Context: an optimization exercise on an open-source flow, tuned for small area. The choices shown serve that exercise and are no tape-out recipe.

Design pipelined_fir, start of the top module:
module pipelined_fir(clk,reset,xn,yn);
input clk,reset;
input signed [15:0] xn;
output wire signed [15:0] yn;
reg [15:0] a;
reg [15:0] b;
reg [15:0] c;
reg [15:0] d;   
reg [15:0] yr;
wire [15:0] ysum;
wire [15:0] na = ~a;
wire [15:0] nb = ~b;
wire [15:0] nc = ~c;
wire [15:0] nd = ~d;
always @(posedge clk or posedge reset)
  if (reset) begin
    a <= 16'h0000; b <= 16'h0000; c <= 16'h0000; d <= 16'hffff; yr <= 16'h0000;
  end else begin
    a <= xn; b <= a; c <= b; d <= nc; yr <= ysum;
  end
assign yn = yr;
wire s1, c2;
fir_fa u_s1 (.a(a[1]), .b(b[0]), .c(c[1]), .s(s1), .co(c2));
wire s3, c4;
fir_fa u_s3 (.a(a[0]), .b(a[2]), .c(b[1]), .s(s3), .co(c4));
wire s5, c6;
fir_ha u_s5 (.a(c[0]), .b(c[2]), .s(s5), .co(c6));
wire s7, c8;
fir_fa u_s7 (.a(s5), .b(c2), .c(s3), .s(s7), .co(c8));
wire s9, c10;
fir_fa u_s9 (.a(a[1]), .b(a[3]), .c(b[2]), .s(s9), .co(c10));
wire s11, c12;
fir_fa u_s11 (.a(c[1]), .b(c[3]), .c(d[0]), .s(s11), .co(c12));
wire s13, c14;
fir_fa u_s13 (.a(c6), .b(c4), .c(s11), .s(s13), .co(c14));
wire s15, c16;
fir_fa u_s15 (.a(s9), .b(c8), .c(s13), .s(s15), .co(c16));
wire s17, c18;
fir_fa u_s17 (.a(a[2]), .b(a[4]), .c(b[0]), .s(s17), .co(c18));
wire s19, c20;
fir_fa u_s19 (.a(b[3]), .b(c[2]), .c(c[4]), .s(s19), .co(c20));
wire s21, c22;
fir_fa u_s21 (.a(d[1]), .b(c10), .c(c12), .s(s21), .co(c22));
wire s23, c24;
fir_ha u_s23 (.a(s17), .b(s19), .s(s23), .co(c24));
wire s25, c26;
fir_fa u_s25 (.a(s23), .b(c14), .c(s21), .s(s25), .co(c26));
wire s27, c28;
  ...
For scale: roughly 80 flip-flops, ~34 I/O pins, about 0.0097 mm2 of cells after synthesis.
Settings: LEC_CHECK=0, CAP_MARGIN=20, CORE_MARGIN=2, CORE_UTILIZATION=40, CTS_BUF_LIST=sky130_fd_sc_hd__clkbuf_8, SLEW_MARGIN=20, SYNTH_HIERARCHICAL=1; clock period 8.0 ns.
run.sh (not shown) runs the stock make flow with config.mk's settings and CLKGATE_MAP_FILE= SYNTH_SCRIPT=/design/flow/synth_recipe.tcl, a recipe that flattens the netlist after the stock synthesis.
The first run finished clean.
Next try:
==> flow/flow/run.sh (new file) <==
#!/bin/bash
# Layout flow: the standard flow (standard.sh, unchanged synthesis), with
# the port buffers made from the smallest buffer cell and clock tree synthesis
# run without dummy balancing loads. The make output goes to standard.log.
set -e
bash standard.sh \
  'BUFFER_PORTS_ARGS=-buffer_cell sky130_fd_sc_hd__buf_1' \
  'CTS_ARGS=-sink_clustering_enable -sink_clustering_size 40 -sink_clustering_max_diameter 300 -repair_clock_nets -dont_use_dummy_load -buf_list sky130_fd_sc_hd__clkbuf_8' \
  finish > standard.log 2>&1
==> flow/standard.sh (new file) <==
#!/bin/bash
# synth_recipe.tcl (not shown) runs the flow's synth.tcl, then flattens the netlist and writes it again
# the make line also repeats each setting of config.mk as NAME=value (left out here)
make -C /OpenROAD-flow-scripts/flow DESIGN_CONFIG=/design/flow/config.mk WORK_HOME=/design/flow/orfs CLKGATE_MAP_FILE= SYNTH_SCRIPT=/design/flow/synth_recipe.tcl "${@:-finish}"
removed: flow/run.sh
Die area does not change.
Worst hold slack is worse by 0.0056 ns.
Global-route usage decreases by 0.35 points.
Utilization fell by 1.2 points.
Non-clock buffer count goes up by 1.
Next try:
--- a/flow/flow/run.sh
+++ b/flow/flow/run.sh
@@ -6,4 +6,4 @@
 bash standard.sh \
   'BUFFER_PORTS_ARGS=-buffer_cell sky130_fd_sc_hd__buf_1' \
-  'CTS_ARGS=-sink_clustering_enable -sink_clustering_size 40 -sink_clustering_max_diameter 300 -repair_clock_nets -dont_use_dummy_load -buf_list sky130_fd_sc_hd__clkbuf_8' \
+  'CTS_ARGS=-sink_clustering_enable -repair_clock_nets -dont_use_dummy_load -buf_list sky130_fd_sc_hd__clkbuf_8' \
   finish > standard.log 2>&1
--- a/flow/config.mk
+++ b/flow/config.mk
@@ -8,6 +8,6 @@
 export CAP_MARGIN = 20
 export CORE_MARGIN = 2
-export CORE_UTILIZATION = 40
-export CTS_BUF_LIST = sky130_fd_sc_hd__clkbuf_8
+export CORE_UTILIZATION = 70
+export PLACE_DENSITY = 0.8
 export SLEW_MARGIN = 20
 export SYNTH_HIERARCHICAL = 1
Die area fell by 42%; register-to-register slack loses 0.16 ns; final area goes down by 1.8%; wire length went down by 2.0%; area after synthesis is unchanged; cell count is lower by 16%; clock skew is higher by 0.0043 ns.
Next try:
--- a/flow/flow/run.sh
+++ b/flow/flow/run.sh
@@ -6,4 +6,4 @@
 bash standard.sh \
   'BUFFER_PORTS_ARGS=-buffer_cell sky130_fd_sc_hd__buf_1' \
-  'CTS_ARGS=-sink_clustering_enable -repair_clock_nets -dont_use_dummy_load -buf_list sky130_fd_sc_hd__clkbuf_8' \
+  'CTS_ARGS=-repair_clock_nets -dont_use_dummy_load -buf_list sky130_fd_sc_hd__clkbuf_8' \
   finish > standard.log 2>&1
Critical path depth stays the same; setup slack stays the same; global-route usage does not change.
No functional check of the RTL was part of any run of this note.

==> static timing again, ports no longer ideal <==
Ports are ideal in the flow. The routed layouts listed here were re-timed in OpenROAD. Step 1, drivers: a clkbuf_16 drives clk and a buf_2 each remaining input, both assumed. Step 2, shift: input delay + t, output delay - t, t = (earliest + latest rising clock arrival at the registers) / 2. This alone moves slack from input paths to output paths. Three values: no drivers, after step 1, after step 2; two values: the first two.
run | t, ns | setup WS [ns] | hold WS [ns] | latest minus earliest clock arrival (ns) | cell pins on the clock port's net
the first run | 0.418 | 1.308 / 1.308 / 1.308 | 0.389 / 0.389 / 0.389 | 0.021 / 0.021 | 1
the second run | 0.414 | 1.299 / 1.299 / 1.299 | 0.384 / 0.384 / 0.384 | 0.019 / 0.019 | 1
the third run | 0.400 | 1.134 / 1.134 / 1.134 | 0.377 / 0.377 / 0.377 | 0.025 / 0.025 | 1
the fourth run | 0.400 | 1.134 / 1.134 / 1.134 | 0.377 / 0.377 / 0.377 | 0.025 / 0.025 | 1
After both steps setup and hold are still met in every run listed.
